Source: an optimization exercise on an open RTL-to-GDS flow (aim: small area). Production flows keep margins and buffers that such runs may drop. In this exercise RTL edits were held to simulation tests only and were not proved equivalent to the original. No driver is modelled on the clock port, so clocking that relies on it looks cheaper here than on a real chip. Power is estimated from default activity; no workload was simulated.

<file path="flow/design.v">
module fifo (
	input [31:0] DI,
	input	RE,
	input	WE,
	input   clk,
	input	rst,
	output	[31:0] res,
	output	read_valid,
	output	r_err,
	output	w_err
);
	reg  [3:0]   count;		 
	reg  [255:0] mem;		 
	reg  [31:0]  res_r;
	reg          rv_r;
	wire empty = (count == 4'd0);
	wire full  = count[3];
	wire re_ok = RE & ~empty;
	wire we_ok = WE & (~full | RE);
	assign r_err = RE & empty;
	assign w_err = WE & full;
	assign read_valid = rv_r;
	assign res = res_r;
	wire [3:0] count_nx;
	updown cnt (.c(count), .inc(we_ok & ~re_ok), .dec(re_ok & ~we_ok), .y(count_nx));
	always @(posedge clk) begin
		if (rst) begin
			count <= 4'd0;
			rv_r <= 1'b0;
		end else begin
			count <= count_nx;
			rv_r <= re_ok;
		end
	end
	wire [255:0] mem_nx;
	shift8 shift (.d(DI), .q(mem), .we(we_ok), .we_n(~we_ok), .y(mem_nx));
	always @(posedge clk)
		mem <= mem_nx;
	wire [7:0] dsel;
	dec3 rdec (.a(count[2:0]), .y(dsel));
	wire [7:0] sel = {dsel[0], dsel[7:1]};
	wire [31:0] n0, n1, n2;
	ao222n g0 (.a(mem[31:0]), .b(mem[63:32]), .c(mem[95:64]), .sa(sel[0]), .sb(sel[1]), .sc(sel[2]), .y(n0));
	ao222n g1 (.a(mem[127:96]), .b(mem[159:128]), .c(mem[191:160]), .sa(sel[3]), .sb(sel[4]), .sc(sel[5]), .y(n1));
	ao22n  g2 (.a(mem[223:192]), .b(mem[255:224]), .sa(sel[6]), .sb(sel[7]), .y(n2));
	always @(posedge clk)
		res_r <= ~(n0 & n1 & n2);
endmodule
module shift8 (
	input  [31:0]  d,
	input  [255:0] q,
	input          we,
	input          we_n,
	output [255:0] y
);
	wire [255:0] below = {q[223:0], d};
	assign y = (below & {256{we}}) | (q & {256{we_n}});
endmodule
module ao222n (
	input  [31:0] a, b, c,
	input         sa, sb, sc,
	output [31:0] y
);
	assign y = ~((a & {32{sa}}) | (b & {32{sb}}) | (c & {32{sc}}));
endmodule
module ao22n (
	input  [31:0] a, b,
	input         sa, sb,
	output [31:0] y
);
	assign y = ~((a & {32{sa}}) | (b & {32{sb}}));
endmodule
module dec3 (
	input  [2:0] a,
	output [7:0] y
);
	assign y = 8'd1 << a;
endmodule
module updown (
	input  [3:0] c,
	input        inc,
	input        dec,
	output [3:0] y
);
	wire [3:0] t;
	assign t[0] = inc | dec;
	assign t[1] = (inc & c[0]) | (dec & ~c[0]);
	assign t[2] = (inc & c[0] & c[1]) | (dec & ~c[0] & ~c[1]);
	assign t[3] = (inc & c[0] & c[1] & c[2]) | (dec & ~c[0] & ~c[1] & ~c[2]);
	assign y = c ^ t;
endmodule
</file>
<file path="flow/flow/run.sh">
#!/bin/bash
# Standard ORFS layout with these changes:
# - synthesis is the standard flow's, but ABC maps with an area-oriented script
#   (flow/area.abc) instead of ORFS's speed script;
# - the ports get the smallest buffer;
# - the clock tree uses small buffers and no dummy loads;
# - after CTS, cells are swapped for lower-drive ones of the same
#   function where slew, capacitance and timing stay within margins.
set -euo pipefail
export FLOW_SYNTH=$PWD/synth_recipe.tcl
export AREA_ABC_SCRIPT=$PWD/flow/area.abc
export BUFFER_PORTS_ARGS="-buffer_cell sky130_fd_sc_hd__buf_1"
export CTS_ARGS="-sink_clustering_enable -repair_clock_nets -dont_use_dummy_load -buf_list {sky130_fd_sc_hd__clkbuf_4} -sink_clustering_size 10 -sink_clustering_max_diameter 100"
SYN=SYNTH_SCRIPT=$PWD/flow/synth_abc.tcl
bash standard.sh $SYN cts > standard_cts.log 2>&1
R=orfs/results/sky130hd/fifo/base
DS_SLEW_FRAC=0.1 DS_ODB=$R/4_cts.odb DS_SDC=$R/4_cts.sdc openroad -no_init -exit flow/downsize.tcl > downsize.log 2>&1
bash standard.sh $SYN finish > standard.log 2>&1
</file>
<file path="flow/flow/area.abc">
&get -n
&st
&dch
&nf -a
&put
</file>
<file path="flow/flow/downsize.tcl">
# Swap each logic and clock-tree cell for the smallest cell of its family
# (same function, lower drive) that keeps slew, capacitance and timing
# within margins. Reads and writes the odb named by DS_ODB.
set plat $::env(FLOW_HOME)/platforms/sky130hd
read_liberty $plat/lib/sky130_fd_sc_hd__tt_025C_1v80.lib
read_db $::env(DS_ODB)
read_sdc $::env(DS_SDC)
source $plat/setRC.tcl
set_propagated_clock [all_clocks]
estimate_parasitics -placement

proc envor {name def} { if {[info exists ::env($name)]} { return $::env($name) } { return $def } }
set clk_slew_max [envor DS_CLK_SLEW 0.110]
set slew_frac [envor DS_SLEW_FRAC 0.2]
set setup_min [envor DS_SETUP 0.3]
set hold_min [envor DS_HOLD 0.1]

proc max_clk_slew {} {
  set mx 0
  foreach p [get_pins -hierarchical */CLK] {
    set s [get_property $p slew_max]
    if {$s > $mx} { set mx $s }
  }
  return $mx
}

proc design_ok {} {
  global clk_slew_max slew_frac cap_frac setup_min hold_min
  estimate_parasitics -placement
  if {[sta::max_slew_violation_count] > 0} { return 0 }
  if {[sta::max_capacitance_violation_count] > 0} { return 0 }
  if {[sta::max_slew_check_slack_limit] < $slew_frac} { return 0 }
  if {[sta::max_capacitance_check_slack_limit] < $cap_frac} { return 0 }
  if {[sta::worst_slack_cmd max] < $setup_min * 1e-9} { return 0 }
  if {[sta::worst_slack_cmd min] < $hold_min * 1e-9} { return 0 }
  if {[max_clk_slew] > $clk_slew_max} { return 0 }
  return 1
}

# never demand more than the layout already has
estimate_parasitics -placement
set clk_slew_max [expr {max($clk_slew_max, [max_clk_slew])}]
set slew_frac [expr {min($slew_frac, [sta::max_slew_check_slack_limit])}]
set cap_frac [expr {min($slew_frac, [sta::max_capacitance_check_slack_limit])}]
set setup_min [expr {min($setup_min, [sta::worst_slack_cmd max] * 1e9)}]
set hold_min [expr {min($hold_min, [sta::worst_slack_cmd min] * 1e9)}]
puts "limits: clk slew $clk_slew_max slew frac $slew_frac setup $setup_min hold $hold_min"
puts "start: ok=[design_ok] clk slew [max_clk_slew] setup [sta::worst_slack_cmd max] hold [sta::worst_slack_cmd min]"
set saved 0.0
foreach inst [get_cells *] {
  set m [get_property $inst ref_name]
  if {![regexp {^(sky130_fd_sc_hd__[a-z0-9]+)_([0-9]+)$} $m -> base drv]} { continue }
  if {[string match "*df*" $base] || [string match "*tap*" $base] || [string match "*fill*" $base] || [string match "*decap*" $base] || [string match "*conb*" $base]} { continue }
  set a0 [get_property [get_lib_cells $m] area]
  set cands {}
  foreach lc [get_lib_cells ${base}_*] {
    set n [get_name $lc]
    if {![regexp "^${base}_\[0-9\]+\$" $n]} { continue }
    if {[get_property $lc dont_use]} { continue }
    set a [get_property $lc area]
    if {$a < $a0} { lappend cands [list $a $n] }
  }
  foreach c [lsort -real -index 0 $cands] {
    lassign $c a n
    replace_cell $inst $n
    if {[design_ok]} {
      set saved [expr {$saved + $a0 - $a}]
      puts "downsized [get_full_name $inst] $m -> $n"
      break
    }
    replace_cell $inst $m
  }
}
estimate_parasitics -placement
puts "end: saved $saved um2, clk slew [max_clk_slew] setup [sta::worst_slack_cmd max] hold [sta::worst_slack_cmd min]"
write_db $::env(DS_ODB)
</file>
<file path="flow/flow/synth_abc.tcl">
# The standard flow's synthesis script, with ABC run on an area-oriented script of our
# own (AREA_ABC_SCRIPT) in place of ORFS's: every other argument, the
# dont_use list included, is kept.
proc abc {args} {
  set i [lsearch -exact $args -script]
  if {$i >= 0} {
    set args [lreplace $args $i [expr {$i + 1}] -script $::env(AREA_ABC_SCRIPT)]
  }
  yosys abc {*}$args
}
source $::env(FLOW_SYNTH)
</file>
<file path="flow/standard.sh">
#!/bin/bash
# synth_recipe.tcl (not shown) runs the flow's synth.tcl, then flattens the netlist and writes it again
# the make line also repeats each setting of config.mk as NAME=value (left out here)
make -C /OpenROAD-flow-scripts/flow DESIGN_CONFIG=/design/flow/config.mk WORK_HOME=/design/flow/orfs CLKGATE_MAP_FILE= SYNTH_SCRIPT=/design/flow/synth_recipe.tcl "${@:-finish}"
</file>
<file path="flow/config.mk">
export PLATFORM = sky130hd
export DESIGN_NAME = fifo
export DESIGN_NICKNAME = fifo
export VERILOG_FILES = /design/flow/design.v
export SDC_FILE = /design/flow/constraint.sdc
export NUM_CORES = 4
export LEC_CHECK = 0
export ABC_AREA = 0
export CAP_MARGIN = 0
export CORE_MARGIN = 2
export CORE_UTILIZATION = 70
export SLEW_MARGIN = 0
export SYNTH_HIERARCHICAL = 1
export SYNTH_MINIMUM_KEEP_SIZE = 0
</file>
<file path="flow/constraint.sdc">
create_clock -name core_clock -period 5.0 [get_ports {clk}]
set_input_delay 1.0000 -clock core_clock [delete_from_list [all_inputs] [get_ports {clk}]]
set_output_delay 1.0000 -clock core_clock [all_outputs]
set_load 0.01 [all_outputs]
</file>
==> results of run 1 <==
## per-module statistics from Yosys (local to each module, per instance)
module | cells | copies in the design
dec3 | 8 | 1
ao22n | 32 | 1
fifo | 340 | 1
shift8 | 256 | 1
updown | 11 | 1
ao222n | 32 | 2
## layout by cell type (no fill, tap or decap), types with 2 or more instances in the layout
cell type,instances
xnor2_1,3
clkbuf_4,32
and3b_2,3
nor3b_2,3
buf_1,71
buf_6,2
a22oi_1,32
nor2b_1,4
and2_0,2
nand3_1,32
a222oi_1,64
dfxtp_1,293
buf_2,3
buf_4,2
clkbuf_1,2
clkinv_1,2
a22o_1,256
nor2_1,4
## logic make-up (layout without fill, tap and decap cells)
group           Yosys count  in the layout  share of synthesized area
compound gates          357            357                      0.337
mux                       1              1                    0.00107
buf+inv                   2            115                   0.000801
xor+xnor                  4              4                    0.00374
simple gates             54             54                     0.0316
flops                   293            293                      0.625
## power breakdown
| part | internal (mW) | switching [mW] | total (mW) |
|---|---|---|---|
| logic | 0.770 | 0.779 | 1.55 |
| registers | 3.11 | 0.573 | 3.68 |
| clock network | 0.304 | 0.690 | 0.994 |
## cell type report
cell class              instances  area (um^2)
clock buffers                  35          253
repair buffers                 78          319
multi-input cells             416         3530
well taps                     176          220
fillers                       874         2940
inverters                       2         7.51
flip-flops and latches        293         5870
## per-layer routing
metal  track usage  up-vias  wire [um]
met3        0.0627       36       1610
met2         0.429      308       9600
met4        0.0853        0        416
li1              -     3282          -
met5             0        -          0
met1         0.407     3501       8920
## registers in the layout, summed over array words and instances, names as in the netlist
| name | cells |
|---|---|
| rv_r | 1 |
| res_r | 32 |
| count | 4 |
| mem | 256 |
## through the flow
stage	worst slack [ps]	instance area [um^2]	power (mW)	hold WS, ps
floorplan	348	9400	4.72	440
global placement	2360	10000	5.16	453
detailed placement	2320	10000	5.27	453
CTS	2050	10300	6.27	458
global route	1990	10200	6.57	169
finish	2080	10200	6.23	204
## final timing paths
check	from	slack [ps]	end	cells past startpoint
max	count[1]	2080	r_err	3
min	mem[154]	200	mem[186]	1
max reg2reg	count[0]	2260	res_r[26]	4
min reg2reg	mem[154]	200	mem[186]	1
==> flow_summary.toml, run 1 <==
[global_routing]
grt_max_degree = 169
overflow = 0
grt.total_usage = 0.282
antenna_found_initial = 0
grt_pass1_wl_um = 33200
first_global_vias = 6596

[floorplanning]
dieHeight_um = 120
coreArea_um2 = 13100
die-area_um2 = 14300
initial_utilization = 0.714
ios = 71
rows = 42
chipWidth_um = 120

[power_and_ir_drop]
cellPowerDensity_nw_per_um2 = 611
ir_drop_mv = 0.454
power_leakage_nw = 4.07

[cts]
cts_max_level = 2
cts_resized = 0
cts_buffers = 35
hold_buffers = 0
post-cts-setup-buffers = 0
clkLatencyLatePin_ps = 900
cts.clk_slew.worst_paths_ps = 120
tritoncts = "yes"
cts_max_path_buffers = 3
clockRootBuffer = "clkbuf_4"
clock_sinks = 293

[sta]
relSlewSlack = 0.185
slew_violations = 0
min_period_ps = 2920
finalSetupViolations = 0
hold_viol_final = 0
rsz0062_at_grt = "no"
clock.fmax_ghz = 0.343
setup_tns_ps = 0
fin_skew_ps = 311
worst_slew_pin_slew_ps = 1220
fin_crit_sh = 0.584

[placed_design]
place_congestion = 0.727
io_buffers = 70
dp_hpwl_um = 10900
dp.cells = 965

[routing]
via_per_inst = 7.13
routed_wl_um = 20500
wire_per_inst_um = 20.5
drc = 0
dr.pass1.iters = 6
vias = 7127
ant_nets = 0
drt_iter0_drc = 1032

[critical_path]
cp_slowest_cell = "or4_1"
slowest_delay_ps = 580
crit_required_ps = 4000
end_kind = "primary output"
crit_family = "simple AND/OR/NAND/NOR gates"
arrival_ps = 1920
critical_path_class = "reg2out"
crit_chain = "or4_1, nor2_1, buf_1"
critPathBufInv = 1
cp_max_fo = 14
crit_path_start_kind = "flip-flop"

[logic_synthesis]
yosysWarnings = 7
synth_edf_count = 0
yosys_most_used_dff = "dfxtp_1"
ys_seq_area_frac = 0.625
syn-mean-instance-area_um2 = 13.2
yosysUniqueCellTypes = 25
synth_cells = 711
synthTopCellsByArea = "dfxtp_1 (63%), a22o_1 (24%), a222oi_1 (6.8%), a22oi_1 (2.6%), nand3_1 (1.7%)"
async_flop_share = 0
ys_ff_latch = 293
synth_common_cells = "dfxtp_1 (293), a22o_1 (256), a222oi_1 (64)"
netlist.area_leader.share = 0.625
synth_top_area_cell = "dfxtp_1"
syn_nets = 747
yosysMostFrequentCell = "dfxtp_1"
syn_area_um2 = 9380

[finish]
antenna_cells = 0
area_growth_pct = 8.71
postLayoutCoreUtil = 0.776
drive_gt1_frac = 0.0583
nNetsFinal = 862
stdcell_count = 1000

[hold_path]
hold_class = "reg2reg"

[job]
maxCapViolations = 0

[run_status]
status = "finished clean"
==> run 2: changes to the inputs <==
==> flow/design.v (replaced) <==
module fifo (
	input [31:0] DI,
	input	RE,
	input	WE,
	input   clk,
	input	rst,
	output	[31:0] res,
	output	read_valid,
	output	r_err,
	output	w_err
);
	reg  [3:0]   count;		 
	reg  [31:0]  head;
	reg  [223:0] sr;		 
	reg  [31:0]  res_r;
	reg          rv_r;
	wire empty = (count == 4'd0);
	wire full  = count[3];
	wire re_ok = RE & ~empty;
	wire we_ok = WE & (~full | RE);
	assign r_err = RE & empty;
	assign w_err = WE & full;
	assign read_valid = rv_r;
	assign res = res_r;
	wire [3:0] count_nx;
	updown cnt (.c(count), .inc(we_ok & ~re_ok), .dec(re_ok & ~we_ok), .y(count_nx));
	always @(posedge clk) begin
		if (rst) begin
			count <= 4'd0;
			rv_r <= 1'b0;
		end else begin
			count <= count_nx;
			rv_r <= re_ok;
		end
	end
	wire [223:0] sr_nx;
	shift7 shift (.d(DI), .q(sr), .we(we_ok), .we_n(~we_ok), .y(sr_nx));
	always @(posedge clk)
		sr <= sr_nx;
	wire [8:0] cdec;
	dec9 cd (.a(count), .y(cdec));
	wire s_di   = cdec[0] | (cdec[1] & RE);
	wire s_hold = ~cdec[0] & ~RE;
	wire [6:0] s_sr = cdec[8:2] & {7{RE}};
	wire [31:0] n0, n1, n2;
	ao222n g0 (.a(head), .b(DI), .c(sr[31:0]), .sa(s_hold), .sb(s_di), .sc(s_sr[0]), .y(n0));
	ao222n g1 (.a(sr[63:32]), .b(sr[95:64]), .c(sr[127:96]), .sa(s_sr[1]), .sb(s_sr[2]), .sc(s_sr[3]), .y(n1));
	ao222n g2 (.a(sr[159:128]), .b(sr[191:160]), .c(sr[223:192]), .sa(s_sr[4]), .sb(s_sr[5]), .sc(s_sr[6]), .y(n2));
	always @(posedge clk)
		head <= ~(n0 & n1 & n2);
	always @(posedge clk)
		res_r <= head;
endmodule
module shift7 (
	input  [31:0]  d,
	input  [223:0] q,
	input          we,
	input          we_n,
	output [223:0] y
);
	wire [223:0] below = {q[191:0], d};
	assign y = (below & {224{we}}) | (q & {224{we_n}});
endmodule
module updown (
	input  [3:0] c,
	input        inc,
	input        dec,
	output [3:0] y
);
	wire [3:0] t;
	assign t[0] = inc | dec;
	assign t[1] = (inc & c[0]) | (dec & ~c[0]);
	assign t[2] = (inc & c[0] & c[1]) | (dec & ~c[0] & ~c[1]);
	assign t[3] = (inc & c[0] & c[1] & c[2]) | (dec & ~c[0] & ~c[1] & ~c[2]);
	assign y = c ^ t;
endmodule
module ao222n (
	input  [31:0] a, b, c,
	input         sa, sb, sc,
	output [31:0] y
);
	assign y = ~((a & {32{sa}}) | (b & {32{sb}}) | (c & {32{sc}}));
endmodule
module dec9 (
	input  [3:0] a,
	output [8:0] y
);
	assign y[8] = a[3];
	assign y[7:0] = {8{~a[3]}} & (8'd1 << a[2:0]);
endmodule
--- a/flow/config.mk
+++ b/flow/config.mk
@@ -8,7 +8,7 @@
 export ABC_AREA = 0
 export CAP_MARGIN = 0
 export CORE_MARGIN = 2
-export CORE_UTILIZATION = 70
+export CORE_UTILIZATION = 80
 export SLEW_MARGIN = 0
 export SYNTH_HIERARCHICAL = 1
 export SYNTH_MINIMUM_KEEP_SIZE = 0
==> run 2 against run 1 <==
  * Non-clock buffer count is 4 higher
  * Total power is 1.2% higher
  * Highest routed layer unchanged
  * Flip-flop and latch count stayed put
  * Combinational power hardly changed
  * Sequential power is 2% higher
  * Worst hold slack worse by 31 ps
  * Core utilization is 10 points higher
==> flow_summary.toml, run 2 <==
[logic_synthesis]
netlist.area_leader.share = 0.634
synth_top_area_cell = "dfxtp_1"
synthTopCellsByArea = "dfxtp_1 (63%), a22o_1 (21%), a222oi_1 (10%), nand3_1 (1.7%), and2_0 (0.61%)"
synth_cells = 690
yosysMostFrequentCell = "dfxtp_1"
synth_compound_area_frac = 0.320
syn_area_um2 = 9250
ys_ff_latch = 293
synth-simple-area-share = 0.0394
ys_seq_area_frac = 0.634
synth_edf_count = 0
synth_common_cells = "dfxtp_1 (293), a22o_1 (224), a222oi_1 (96)"
synthXorXnorAreaFrac = 0.00379
yosysWarnings = 7
synth_fa_ha_area_frac = 0
syn-mean-instance-area_um2 = 13.4
synth_top_family_by_area = "compound AO/OA/AOI/OAI gates"
syn_nets = 726
yosysUniqueCellTypes = 25
synthMuxAreaShare = 0.00108
yosys_most_used_dff = "dfxtp_1"
async_flop_share = 0

[routing]
ant_nets = 0
via_per_inst = 7.63
wire_per_inst_um = 23.0
drc = 0
drt_iter0_drc = 1416
routed_wl_um = 21800
dr.pass1.iters = 9
vias = 7237

[global_routing]
grt_pass1_wl_um = 35200
overflow = 0
first_global_vias = 7006
grt.total_usage = 0.342
grt_max_degree = 225
antenna_found_initial = 0

[floorplanning]
initial_utilization = 0.814
ios = 71
die-area_um2 = 12400
chipWidth_um = 112
rows = 39
dieHeight_um = 112
coreArea_um2 = 11400

[critical_path]
critical_path_class = "reg2out"
cp_max_fo = 14
crit_required_ps = 4000
arrival_ps = 2230
crit_path_start_kind = "flip-flop"
end_kind = "primary output"

[sta]
hold_viol_final = 0
timing.hold.ws_ps = 173
slew_violations = 0
fin_crit_sh = 0.646
fin_ws_ps = 1770
setup_tns_ps = 0
worst_slew_pin_slew_ps = 1310
rsz0062_at_grt = "no"
min_period_ps = 3230
finalSetupViolations = 0
clock.fmax_ghz = 0.310
fin_skew_ps = 200
relSlewSlack = 0.129

[finish]
area_growth_pct = 8.14
mostFrequentLayoutCells = "dfxtp_1 (293), a22o_1 (224), a222oi_1 (96)"
top_register = "sr"
fin_area_um2 = 10000
postLayoutCoreUtil = 0.880
drive_gt1_frac = 0.0509
multi_input_area_um2 = 3380
final_common_cell = "dfxtp_1"
largest_registers = "sr: 224 flops, head: 32 flops, res_r: 32 flops"
largest_reg_flops = 224
nNetsFinal = 844
n_fill_cell = 563
antenna_cells = 0
ff_latch_area_um2 = 5870

[hold_path]
hold_class = "reg2reg"

[power_and_ir_drop]
power_frac_clock = 0.154
ir_drop_mv = 0.783
cellPowerDensity_nw_per_um2 = 630
power_leakage_nw = 3.95
p_comb_frac = 0.249
p_sw_mw = 2.10
pwr-share-seq = 0.597
p_sw_frac = 0.333
p_int_mw = 4.20

[cts]
cts_max_level = 2
cts_resized = 0
post-cts-setup-buffers = 0
clock_sinks = 293
tritoncts = "yes"
cts_buffers = 35
cts.clk_slew.worst_paths_ps = 110
hold_buffers = 0
clkLatencyLatePin_ps = 1030
cts_max_path_buffers = 3
clockRootBuffer = "clkbuf_4"

[run_status]
status = "finished clean"

[placed_design]
io_buffers = 70
dp_hpwl_um = 12000
preCtsSetupSlack_ps = 1990
place_area_um2 = 9830
place_congestion = 0.799

[job]
maxCapViolations = 0
run 2: cell count changes after synthesis, moves of 3 or more:
cell	previous run	this run
a222oi_1	64	96
a22o_1	256	224
a22oi_1	32	0
and2_0	2	9
and3b_1	3	0
nor2_1	4	7
nor3b_1	3	0
nor4b_1	0	3
nor4bb_1	0	3
run 2: through the flow:
step | power, mW | cells
3_3_place_gp | 5.17 | 914
2_1_floorplan | 4.73 | 690
4_1_cts | 6.31 | 949
6_report | 6.30 | 949
3_5_place_dp | 5.31 | 914
5_1_grt | 6.58 | 949
run 2: final timing paths:
kind / startpoint / cells past startpoint / slack, ps / end
max: count[1] / 3 / 1770 / r_err
min: head[22] / 0 / 170 / res_r[22]
max reg2reg: count[1] / 5 / 2150 / head[3]
min reg2reg: head[22] / 0 / 170 / res_r[22]
run 2: worst max-delay path, cell delays in order, from the launching register on:
cell	delay (ps)
dfxtp_1	450
or4_1	560
nor2_1	90
buf_1	150
run 2: layout make-up:
type | instances | share of cell area
multi-input combinational | 394 | 0.338
tap | 143 | 0.0179
clock buffer | 35 | 0.0243
inverter | 2 | 0.000750
sequential | 293 | 0.586
timing repair buffer | 82 | 0.0331
run 2: per-module statistics from Yosys, one instance, submodules excluded:
| module | flip-flops and latches | times used |
|---|---|---|
| fifo | 293 | 1 |
| shift7 | 0 | 1 |
| dec9 | 0 | 1 |
| ao222n | 0 | 3 |
| updown | 0 | 1 |
run 2: layer usage:
metal  global-route usage  vias up  wire length (um)
li1                     -     3228                 -
met1                0.463     3524              8870
met2                0.547      424             10600
met3               0.0659       61              1870
met4                0.140        0               540
met5                    0        -                 0
run 2: logic make-up after synthesis:
logic type | after synthesis
flops | 293
xor+xnor | 4
compound gates | 325
buf+inv | 3
simple gates | 64
mux | 1
run 2: power by group through the flow:
stage,combinational [mW],sequential [mW],clock (mW)
3_5_place_dp,1.54,3.78,0
6_report,1.57,3.76,0.970
3_3_place_gp,1.46,3.71,0
5_1_grt,1.67,3.84,1.07
4_1_cts,1.55,3.74,1.02
2_1_floorplan,1.06,3.67,0
==> run 3: changes to the inputs <==
--- a/flow/config.mk
+++ b/flow/config.mk
@@ -8,7 +8,7 @@
 export ABC_AREA = 0
 export CAP_MARGIN = 0
 export CORE_MARGIN = 2
-export CORE_UTILIZATION = 80
+export CORE_UTILIZATION = 70
 export SLEW_MARGIN = 0
 export SYNTH_HIERARCHICAL = 1
 export SYNTH_MINIMUM_KEEP_SIZE = 0
==> run 3 against run 2 <==
  * Clock power rose by 0.7%
  * Critical path depth did not move
  * Cell count rose by 3.6%
  * Register-to-register slack got worse by 420 ps
  * Setup slack got worse by 52 ps
  * Routed wire length fell by 2.8%
  * Synthesized area did not move
  * Flip-flop and latch count did not move
  * First-iteration DRC count fell by 8.9%
  * Highest routed layer unchanged
  * Critical path type unchanged
  * Via count fell by 2.0%
==> flow_summary.toml, run 3 <==
[run_status]
status = "finished clean"

[logic_synthesis]
syn_area_um2 = 9250
syn_nets = 726
yosysMostFrequentCell = "dfxtp_1"
ys_seq_area_frac = 0.634
yosysUniqueCellTypes = 25
syn-mean-instance-area_um2 = 13.4
synth_common_cells = "dfxtp_1 (293), a22o_1 (224), a222oi_1 (96)"
ys_ff_latch = 293
synth_cells = 690
yosysWarnings = 7
async_flop_share = 0
yosys_most_used_dff = "dfxtp_1"
synth_top_area_cell = "dfxtp_1"
synth_edf_count = 0
netlist.area_leader.share = 0.634
synthTopCellsByArea = "dfxtp_1 (63%), a22o_1 (21%), a222oi_1 (10%), nand3_1 (1.7%), and2_0 (0.61%)"

[global_routing]
grt_use_met3 = 0.0479
antenna_found_initial = 1
grt_pass1_wl_um = 34500
first_global_vias = 6821
grt_use_met1 = 0.423
grt_max_degree = 134
met2_usage = 0.463
grt_most_used_layer = "met2"
grt.total_usage = 0.297
overflow = 0

[cts]
clkLatencyLatePin_ps = 1020
clock_sinks = 293
hold_buffers = 0
cts_buffers = 35
clockRootBuffer = "clkbuf_4"
cts_max_path_buffers = 3
post-cts-setup-buffers = 0
cts.clk_slew.worst_paths_ps = 110
tritoncts = "yes"
cts_resized = 0
cts_max_level = 2

[power_and_ir_drop]
p_sw_frac = 0.327
cellPowerDensity_nw_per_um2 = 622
power_leakage_nw = 3.94
p_sw_mw = 2.04
p_comb_frac = 0.246
p_int_mw = 4.20
pwr-share-seq = 0.598
ir_drop_mv = 0.725
power_frac_clock = 0.157
total_power_mw = 6.24

[finish]
fin_area_um2 = 10000
final_common_cell = "dfxtp_1"
top_register = "sr"
largest_reg_flops = 224
area_growth_pct = 8.55
drive_gt1_frac = 0.0496
mostFrequentLayoutCells = "dfxtp_1 (293), a22o_1 (224), a222oi_1 (96)"
nNetsFinal = 844
largest_registers = "sr: 224 flops, head: 32 flops, res_r: 32 flops"

[floorplanning]
rows = 42
dieHeight_um = 119
coreArea_um2 = 13100
chipWidth_um = 119
ios = 71
die-area_um2 = 14200
initial_utilization = 0.707

[sta]
fin_skew_ps = 122
worst_slew_pin_slew_ps = 1340
rsz0062_at_grt = "no"
fin_ws_ps = 1720
timing.hold.ws_ps = 216
finalSetupViolations = 0
clock.fmax_ghz = 0.305
setup_tns_ps = 0
fin_crit_sh = 0.656
relSlewSlack = 0.104
min_period_ps = 3280
slew_violations = 0
hold_viol_final = 0

[hold_path]
hold_class = "in2reg"
worstHoldStart = "DI[7]"

[critical_path]
crit_required_ps = 4000
cp-startpoint = "count[1]"
critical_path_class = "reg2out"
crit_path_start_kind = "flip-flop"
end_kind = "primary output"
reg2reg_from = "count[3]"
cp_max_fo = 14
arrival_ps = 2280

[placed_design]
place_congestion = 0.765
dp_hpwl_um = 11400
place_area_um2 = 9880
preCtsSetupSlack_ps = 1960
io_buffers = 70

[job]
maxCapViolations = 0

[routing]
drt_iter0_drc = 1290
dr.pass1.iters = 6
vias = 7090
ant_nets = 0
drc = 0
wire_per_inst_um = 21.6
via_per_inst = 7.21
routed_wl_um = 21200
==> run 3: worst max-delay path: stages (launching register included) <==
cell,delay (ps)
dfxtp_1,460
or4_1,560
nor2_1,100
buf_1,160
==> run 3: power groups by stage <==
stage / combinational (mW) / clock, mW / sequential [mW]
floorplan: 1.06 / 0 / 3.67
global placement: 1.48 / 0 / 3.71
detailed placement: 1.54 / 0 / 3.76
CTS: 1.55 / 1.03 / 3.72
global route: 1.67 / 1.10 / 3.83
finish: 1.53 / 0.977 / 3.73
==> run 3: metal layers <==
metal | share of wire | up-vias
met1 | 0.43 | 3526
met2 | 0.48 | 311
met4 | 0.017 | 0
li1 | - | 3221
met3 | 0.075 | 32
met5 | 0 | -
==> run 3: cell families (layout without fill, tap and decap cells) <==
logic type                count (synthesis)  count (layout)  synth area share
xor gates and xnor gates                  4               4           0.00379
DFF                                     293             293             0.634
other                                     0               1                 0
muxes                                     1               1           0.00108
buffers and inverters                     3             119           0.00162
AOI/OAI and AO/OA                       325             325             0.320
and+or+nand+nor                          64              64            0.0394
==> run 3: final cells by class <==
cell class / count / area (um^2)
flip-flops and latches: 293 / 5870
multi-input cells: 394 / 3380
fillers: 900 / 3040
repair buffers: 82 / 324
clock buffers: 35 / 244
well taps: 176 / 220
inverters: 2 / 7.51
diodes: 1 / 2.50
==> run 3: final timing paths <==
kind | endpoint | slack (ps) | depth (start not counted)
worst max-delay path | r_err | 1720 | 3
worst max register to register | sr[94] | 1730 | 4
worst min-delay path | sr[7] | 220 | 2
worst min register to register | res_r[30] | 270 | 0
==> run 3: modules after synthesis (local to each module, per instance) <==
module	cells	cell area [um^2]	times used	flops+latches
ao222n	32	320	3	0
dec9	9	80.1	1	0
shift7	224	1960	1	0
fifo	350	6170	1	293
updown	11	80.1	1	0
==> run 3: metrics by stage <==
step                      std cells   util
after global placement          947  0.755
final                           983  0.768
after CTS                       982  0.775
after global routing            983  0.768
after floorplan                 690      -
after detailed placement        947  0.755
==> run 4: changes to the inputs <==
==> flow/flow/area.abc (replaced) <==
&get -n
&st
&syn2
&dch -f
&nf -a -R 1000
&put
==> run 4 against run 3 <==
  * Still clean on timing, DRC and antenna
  * First-iteration DRC count shrank 20%
  * Design area shrank 0.32%
  * Count of clock-buffer cells in the layout is the same
  * Critical endpoint is now sr[192]
  * Largest cell class unchanged
  * Largest power group unchanged
  * Highest routed layer unchanged
==> flow_summary.toml, run 4 <==
[run_status]
status = "finished clean"

[power_and_ir_drop]
total_power_mw = 7.04
ir_drop_mv = 0.636
cellPowerDensity_nw_per_um2 = 703
power_leakage_nw = 3.98

[hold_path]
hold_end = "sr[28]"
holdPathStages = 2
hold_class = "in2reg"
worstHoldStart = "DI[28]"

[finish]
nNetsFinal = 848
n_fill_cell = 831
largest_reg_flops = 224
largest_registers = "sr: 224 flops, head: 32 flops, res_r: 32 flops"
drive_gt1_frac = 0.0481
area_growth_pct = 8.46
final_common_cell = "dfxtp_1"
top_register = "sr"
antenna_cells = 0
mostFrequentLayoutCells = "dfxtp_1 (293), a22o_1 (224), a222oi_1 (96)"
postLayoutCoreUtil = 0.787

[logic_synthesis]
yosysWarnings = 7
netlist.area_leader.share = 0.635
ys_seq_area_frac = 0.635
async_flop_share = 0
syn-mean-instance-area_um2 = 13.3
synth_top_area_cell = "dfxtp_1"
synth_compound_area_frac = 0.318
syn_nets = 730
synth_cells = 694
yosysUniqueCellTypes = 19
yosys_most_used_dff = "dfxtp_1"
synth_top_family_by_area = "compound AO/OA/AOI/OAI gates"
synth_common_cells = "dfxtp_1 (293), a22o_1 (224), a222oi_1 (96)"
synth_fa_ha_area_frac = 0
synthMuxAreaShare = 0.00108
synth_edf_count = 0
synth-simple-area-share = 0.0401
syn_area_um2 = 9230
ys_ff_latch = 293
synthTopCellsByArea = "dfxtp_1 (64%), a22o_1 (21%), a222oi_1 (10%), nand3_1 (1.8%), and2_0 (0.61%)"
synthXorXnorAreaFrac = 0.00380
yosysMostFrequentCell = "dfxtp_1"

[floorplanning]
dieHeight_um = 119
chipWidth_um = 119
die-area_um2 = 14100
ios = 71
rows = 41
coreArea_um2 = 12700
initial_utilization = 0.726

[sta]
min_period_ps = 3540
rsz0062_at_grt = "no"
relSlewSlack = 0.122
fin_ws_ps = 1460
fin_crit_sh = 0.708
fin_skew_ps = 153
finalSetupViolations = 0
clock.fmax_ghz = 0.283
setup_tns_ps = 0
worst_slew_pin_slew_ps = 1320
hold_viol_final = 0
slew_violations = 0

[global_routing]
grt_max_degree = 189
grt.total_usage = 0.292
overflow = 0
grt_pass1_wl_um = 33800
first_global_vias = 6783
antenna_found_initial = 0

[cts]
cts_max_level = 2
clkLatencyLatePin_ps = 1060
clock_sinks = 293
cts_resized = 0
cts_buffers = 35
cts.clk_slew.worst_paths_ps = 100
clockRootBuffer = "clkbuf_4"
hold_buffers = 0
tritoncts = "yes"
post-cts-setup-buffers = 0
cts_max_path_buffers = 3

[routing]
dr.pass1.iters = 9
routed_wl_um = 21100
drc = 0
drt_iter0_drc = 1035
ant_nets = 0
wire_per_inst_um = 21.5
via_per_inst = 7.21
vias = 7077

[critical_path]
cp_max_fo = 188
crit_path_start_kind = "flip-flop"
rrSetupSlack_ps = 1460
r2r_end = "sr[192]"
critical_path_class = "reg2reg"
ff2ff_path_depth = 5
arrival_ps = 4400
crit_required_ps = 5860
reg2reg_from = "count[3]"
end_kind = "flip-flop"

[placed_design]
place_congestion = 0.782
dp_hpwl_um = 11500
io_buffers = 70
preCtsSetupSlack_ps = 1560

[job]
maxCapViolations = 0
==> run 4: cell count changes in the layout (fill, tap and decap cells not counted), sizes merged, moves of 2 or more <==
cell	change
clkinv	-2
nor4bb	-3
nor3	+4
nor3b	+2
nor4b	-3
nand2	+2
nand2b	+3
nor2	+2
==> run 4: kinds of logic (layout without fill, tap and decap cells) <==
group	count (synthesis)	in the layout
AOI/OAI and AO/OA	323	323
xor gates and xnor gates	4	4
DFF	293	293
buffers and inverters	2	118
muxes	1	1
and+or+nand+nor	71	71
==> run 4: through the flow <==
step / instances / hold slack [ps] / instance area, um^2
finish: 982 / 181 / 10000
global route: 982 / 118 / 10000
floorplan: 694 / 330 / 9240
global placement: 947 / 333 / 9820
CTS: 982 / 342 / 10100
detailed placement: 947 / 338 / 9820
==> run 4: critical path, cell delays in order, from the launching register on <==
cell	delay [ps]
dfxtp_1	420
nand2b_1	200
and2_2	520
inv_6	1060
buf_1	720
a22o_1	270
==> run 4: routing by layer <==
| layer | share of wire | up-vias | track usage | wire [um] |
|---|---|---|---|---|
| met3 | 0.075 | 37 | 0.0623 | 1570 |
| li1 | - | 3223 | - | - |
| met4 | 0.019 | 0 | 0.0945 | 401 |
| met1 | 0.42 | 3490 | 0.398 | 8940 |
| met2 | 0.48 | 327 | 0.467 | 10200 |
| met5 | 0 | - | 0 | 0 |
==> run 4: power breakdown <==
group          internal (mW)  switching [mW]  leakage [nW]  total, mW
registers               3.39           0.728          2.45       4.12
logic                  0.951            1.00          1.38       1.95
clock network          0.289           0.684         0.149      0.973
total                   4.63            2.41          3.98       7.04
==> run 4: final cells by class <==
class                           instances  area [um^2]  share of cell area
Inverter                                1         8.76            0.000875
Tap cell                              172          215              0.0215
Sequential cell                       293         5870               0.586
Timing Repair Buffer                   82          315              0.0315
Clock buffer                           35          244              0.0244
Multi-Input combinational cell        399         3360               0.336
==> run 4: worst max-delay path by stage <==
stage | start | endpoint | slack [ps]
finish | count[3] | sr[192] | 1460
global route | count[3] | sr[141] | 1280
CTS | count[1] | r_err | 2170
detailed placement | RE | sr[192] | 1560
global placement | RE | sr[192] | 1720
floorplan | WE | sr[0] | -1840
==> run 4: per-module statistics from Yosys (local to each module, per instance) <==
module,area [um^2],cells inside,copies in the design
fifo,6160,350,1
ao222n,320,32,3
shift7,1960,224,1
updown,76.3,11,1
dec9,67.6,13,1
==> run 5: changes to the inputs <==
==> flow/design.v (replaced) <==
module fifo (
	input [31:0] DI,
	input	RE,
	input	WE,
	input   clk,
	input	rst,
	output	[31:0] res,
	output	read_valid,
	output	r_err,
	output	w_err
);
	reg  [3:0]   count;		 
	reg  [31:0]  head;
	reg  [223:0] sr;		 
	reg  [31:0]  res_r;
	reg          rv_r;
	wire re_ok, we_ok, we_n;
	wire [3:0] count_nx;
	wire       s_di, s_hold;
	wire [6:0] s_sr;
	ctl c (.count(count), .RE(RE), .WE(WE), .r_err(r_err), .w_err(w_err),
	       .re_ok(re_ok), .we_ok(we_ok), .we_n(we_n), .count_nx(count_nx),
	       .s_di(s_di), .s_hold(s_hold), .s_sr(s_sr));
	assign read_valid = rv_r;
	assign res = res_r;
	always @(posedge clk) begin
		if (rst) begin
			count <= 4'd0;
			rv_r <= 1'b0;
		end else begin
			count <= count_nx;
			rv_r <= re_ok;
		end
	end
	wire [223:0] sr_nx;
	shift7 shift (.d(DI), .q(sr), .we(we_ok), .we_n(we_n), .y(sr_nx));
	always @(posedge clk)
		sr <= sr_nx;
	wire [31:0] n0, n1, n2;
	ao222n g0 (.a(head), .b(DI), .c(sr[31:0]), .sa(s_hold), .sb(s_di), .sc(s_sr[0]), .y(n0));
	ao222n g1 (.a(sr[63:32]), .b(sr[95:64]), .c(sr[127:96]), .sa(s_sr[1]), .sb(s_sr[2]), .sc(s_sr[3]), .y(n1));
	ao222n g2 (.a(sr[159:128]), .b(sr[191:160]), .c(sr[223:192]), .sa(s_sr[4]), .sb(s_sr[5]), .sc(s_sr[6]), .y(n2));
	always @(posedge clk)
		head <= ~(n0 & n1 & n2);
	always @(posedge clk)
		res_r <= head;
endmodule
module shift7 (
	input  [31:0]  d,
	input  [223:0] q,
	input          we,
	input          we_n,
	output [223:0] y
);
	wire [223:0] below = {q[191:0], d};
	assign y = (below & {224{we}}) | (q & {224{we_n}});
endmodule
module ao222n (
	input  [31:0] a, b, c,
	input         sa, sb, sc,
	output [31:0] y
);
	assign y = ~((a & {32{sa}}) | (b & {32{sb}}) | (c & {32{sc}}));
endmodule
module ctl (
	input  [3:0] count,
	input        RE,
	input        WE,
	output       r_err,
	output       w_err,
	output       re_ok,
	output       we_ok,
	output       we_n,
	output [3:0] count_nx,
	output       s_di,
	output       s_hold,
	output [6:0] s_sr
);
	wire empty = (count == 4'd0);
	wire full  = count[3];
	assign re_ok = RE & ~empty;
	assign we_ok = WE & (~full | RE);
	assign we_n  = ~we_ok;
	assign r_err = RE & empty;
	assign w_err = WE & full;
	wire inc = we_ok & ~re_ok;
	wire dec = re_ok & ~we_ok;
	wire [3:0] t;
	assign t[0] = inc | dec;
	assign t[1] = (inc & count[0]) | (dec & ~count[0]);
	assign t[2] = (inc & count[0] & count[1]) | (dec & ~count[0] & ~count[1]);
	assign t[3] = (inc & count[0] & count[1] & count[2]) | (dec & ~count[0] & ~count[1] & ~count[2]);
	assign count_nx = count ^ t;
	wire [7:0] d = 8'd1 << count[2:0];	 
	assign s_di   = empty | (d[1] & RE);
	assign s_hold = ~empty & ~RE;
	assign s_sr   = {count[3], d[7:2]} & {7{RE}};
endmodule
==> run 5 against run 4 <==
  * Synthesized area decreased by 0.42%
  * Worst hold slack gained 100 ps
  * Clock skew fell by 69 ps
  * Clock power about the same
  * Register-to-register slack gained 320 ps
  * Total power shrank 9.5%
  * Setup slack better by 320 ps
  * Count of clock-buffer cells in the layout stayed put
  * Critical path type unchanged
  * Largest power group unchanged
==> flow_summary.toml, run 5 <==
[cts]
tritoncts = "yes"
clock_sinks = 293
cts_buffers = 35
post-cts-setup-buffers = 0
clkLatencyLatePin_ps = 940
cts.clk_slew.worst_paths_ps = 110
clockRootBuffer = "clkbuf_4"
cts_resized = 0
cts_max_level = 2
cts_max_path_buffers = 3
hold_buffers = 0

[critical_path]
critPathBufInv = 2
end_kind = "flip-flop"
slowest_delay_ps = 1160
rrSetupSlack_ps = 1780
crit_path_start_kind = "flip-flop"
crit_required_ps = 5840
ff2ff_path_depth = 4
arrival_ps = 4050
reg2reg_from = "count[3]"
cp_slowest_cell = "buf_2"
r2r_end = "sr[53]"
crit_family = "buffers and inverters"
cp_max_fo = 150
crit_chain = "a21boi_0, inv_6, buf_2, a22o_1"
critical_path_class = "reg2reg"

[power_and_ir_drop]
power_leakage_nw = 3.92
cellPowerDensity_nw_per_um2 = 637
ir_drop_mv = 0.347
total_power_mw = 6.37

[sta]
timing.hold.ws_ps = 285
worst_slew_pin_slew_ps = 1380
slew_violations = 0
min_period_ps = 3220
rsz0062_at_grt = "no"
relSlewSlack = 0.0783
fin_crit_sh = 0.643
finalSetupViolations = 0
fin_skew_ps = 84.1
clock.fmax_ghz = 0.311
hold_viol_final = 0

[logic_synthesis]
syn_area_um2 = 9190
async_flop_share = 0
yosysWarnings = 7
syn_nets = 723
ys_ff_latch = 293
synthTopCellsByArea = "dfxtp_1 (64%), a22o_1 (21%), a222oi_1 (10%), nand3_1 (1.7%), nor2b_1 (0.34%)"
netlist.area_leader.share = 0.638
synth_top_area_cell = "dfxtp_1"
ys_seq_area_frac = 0.638
yosysMostFrequentCell = "dfxtp_1"
yosysUniqueCellTypes = 21
yosys_most_used_dff = "dfxtp_1"
syn-mean-instance-area_um2 = 13.4
synth_edf_count = 0
synth_cells = 685
synth_common_cells = "dfxtp_1 (293), a22o_1 (224), a222oi_1 (96)"

[run_status]
status = "finished clean"

[global_routing]
met2_usage = 0.443
grt_pass1_wl_um = 33200
grt_max_degree = 226
grt_use_met3 = 0.0637
overflow = 0
grt_use_met1 = 0.398
grt_most_used_layer = "met2"
first_global_vias = 6581
antenna_found_initial = 0
grt.total_usage = 0.286

[hold_path]
worstHoldStart = "head[8]"
holdPathStages = 0
hold_class = "reg2reg"
hold_end = "res_r[8]"

[placed_design]
dp.cells = 936
place_congestion = 0.760
io_buffers = 70
dp_hpwl_um = 11000

[routing]
vias = 7072
ant_nets = 0
wire_per_inst_um = 21.5
via_per_inst = 7.28
routed_wl_um = 20900
drc = 0
dr.pass1.iters = 7
drt_iter0_drc = 1226

[floorplanning]
ios = 71
chipWidth_um = 119
rows = 41
die-area_um2 = 14100
initial_utilization = 0.722
dieHeight_um = 119
coreArea_um2 = 12700

[job]
maxCapViolations = 0

[finish]
largest_reg_flops = 224
nNetsFinal = 839
drive_gt1_frac = 0.0538
area_growth_pct = 8.82
top_register = "sr"
largest_registers = "sr: 224 flops, head: 32 flops, res_r: 32 flops"
final_common_cell = "dfxtp_1"
mostFrequentLayoutCells = "dfxtp_1 (293), a22o_1 (224), a222oi_1 (96)"
stdcell_count = 972
[run 5: cell count changes in the layout (fill, tap and decap cells not counted), sizes merged, moves of 2 or more]
cell / previous run / this run
o21ai: 2 / 0
ha: 0 / 2
and2: 9 / 1
clkinv: 0 / 3
buf: 82 / 79
[run 5: metal layers]
layer / wire length (um) / share of wire
met1: 8800 / 0.42
met2: 9800 / 0.47
met3: 1900 / 0.091
met4: 422 / 0.020
met5: 0 / 0
[run 5: power by group]
part	internal, mW	total (mW)	switching, mW
combinational	0.766	1.62	0.854
clock	0.293	0.974	0.682
sequential	3.20	3.78	0.576
[run 5: per-stage QoR]
stage / utilization / instance area, um^2 / TNS [ps] / worst slack [ps]
floorplan: - / 9220 / -991460 / -5090
global placement: 0.773 / 9830 / 0 / 1720
detailed placement: 0.773 / 9830 / 0 / 1600
CTS: 0.793 / 10100 / 0 / 2020
global route: 0.786 / 10000 / 0 / 1630
finish: 0.786 / 10000 / 0 / 1780
[run 5: worst max-delay path by stage]
stage,from,end,cells past startpoint
3_5_place_dp,RE,count[2],9
3_3_place_gp,RE,count[2],9
5_1_grt,count[3],sr[42],4
2_1_floorplan,RE,count[3],8
6_report,count[3],sr[53],4
4_1_cts,RE,r_err,4
[run 5: cell families after synthesis]
logic type | count (synthesis) | share of synthesized area
xor gates and xnor gates | 4 | 0.00381
and+or+nand+nor | 57 | 0.0317
muxes | 1 | 0.00109
DFF | 293 | 0.638
adders and majority gates | 2 | 0.00272
buffers and inverters | 4 | 0.00163
AOI/OAI and AO/OA | 324 | 0.321
[run 5: Yosys stat by module, one instance, submodules excluded]
module / times used / area, um^2 / flip-flops and latches / cells inside
fifo: 1 / 6060 / 293 / 330
ao222n: 3 / 320 / 0 / 32
ctl: 1 / 211 / 0 / 35
shift7: 1 / 1960 / 0 / 224
[run 5: area by class of cell]
cell class | instances | area, um^2
well taps | 172 | 215
multi-input cells | 388 | 3340
diodes | 1 | 2.50
repair buffers | 79 | 313
fillers | 851 | 2720
clock buffers | 35 | 245
inverters | 4 | 20.0
flip-flops and latches | 293 | 5870

==> afterwards: timing with drivers on the ports <==
The flow's constraints put no driver on any port. The routed layouts listed below were extracted and timed again, unchanged, in two steps.
Step 1 sets driving cells, clkbuf_16 on the clock port and buf_2 on the other inputs (assumed; they add their load-dependent delay and slew).
Step 2, shift: input delay + t, output delay - t, t = (earliest + latest rising clock arrival at the registers) / 2. This alone moves slack from input paths to output paths.
Three values: no drivers, after step 1, after step 2; two values: the first two.
run	t (ns)	setup slack, ns	clock arrival spread, ns	pins driven straight from the clock port
run 1	0.760	2.082 / 2.047 / 1.673	0.353 / 0.354	1
run 2	0.963	1.770 / 1.736 / 1.664	0.204 / 0.204	1
run 3	0.998	1.718 / 1.676 / 1.325	0.125 / 0.125	1
run 4	1.022	1.462 / 1.462 / 0.756	0.155 / 0.155	1
run 5	0.930	1.785 / 1.785 / 1.036	0.084 / 0.084	1
In run 1 the clock reaches the registers at very different times; t lies between them, and the last value is a rough guide only. For run 5, which loses most, drivers alone change the setup slack by 0.000 ns; drivers and shift together by -0.749 ns.
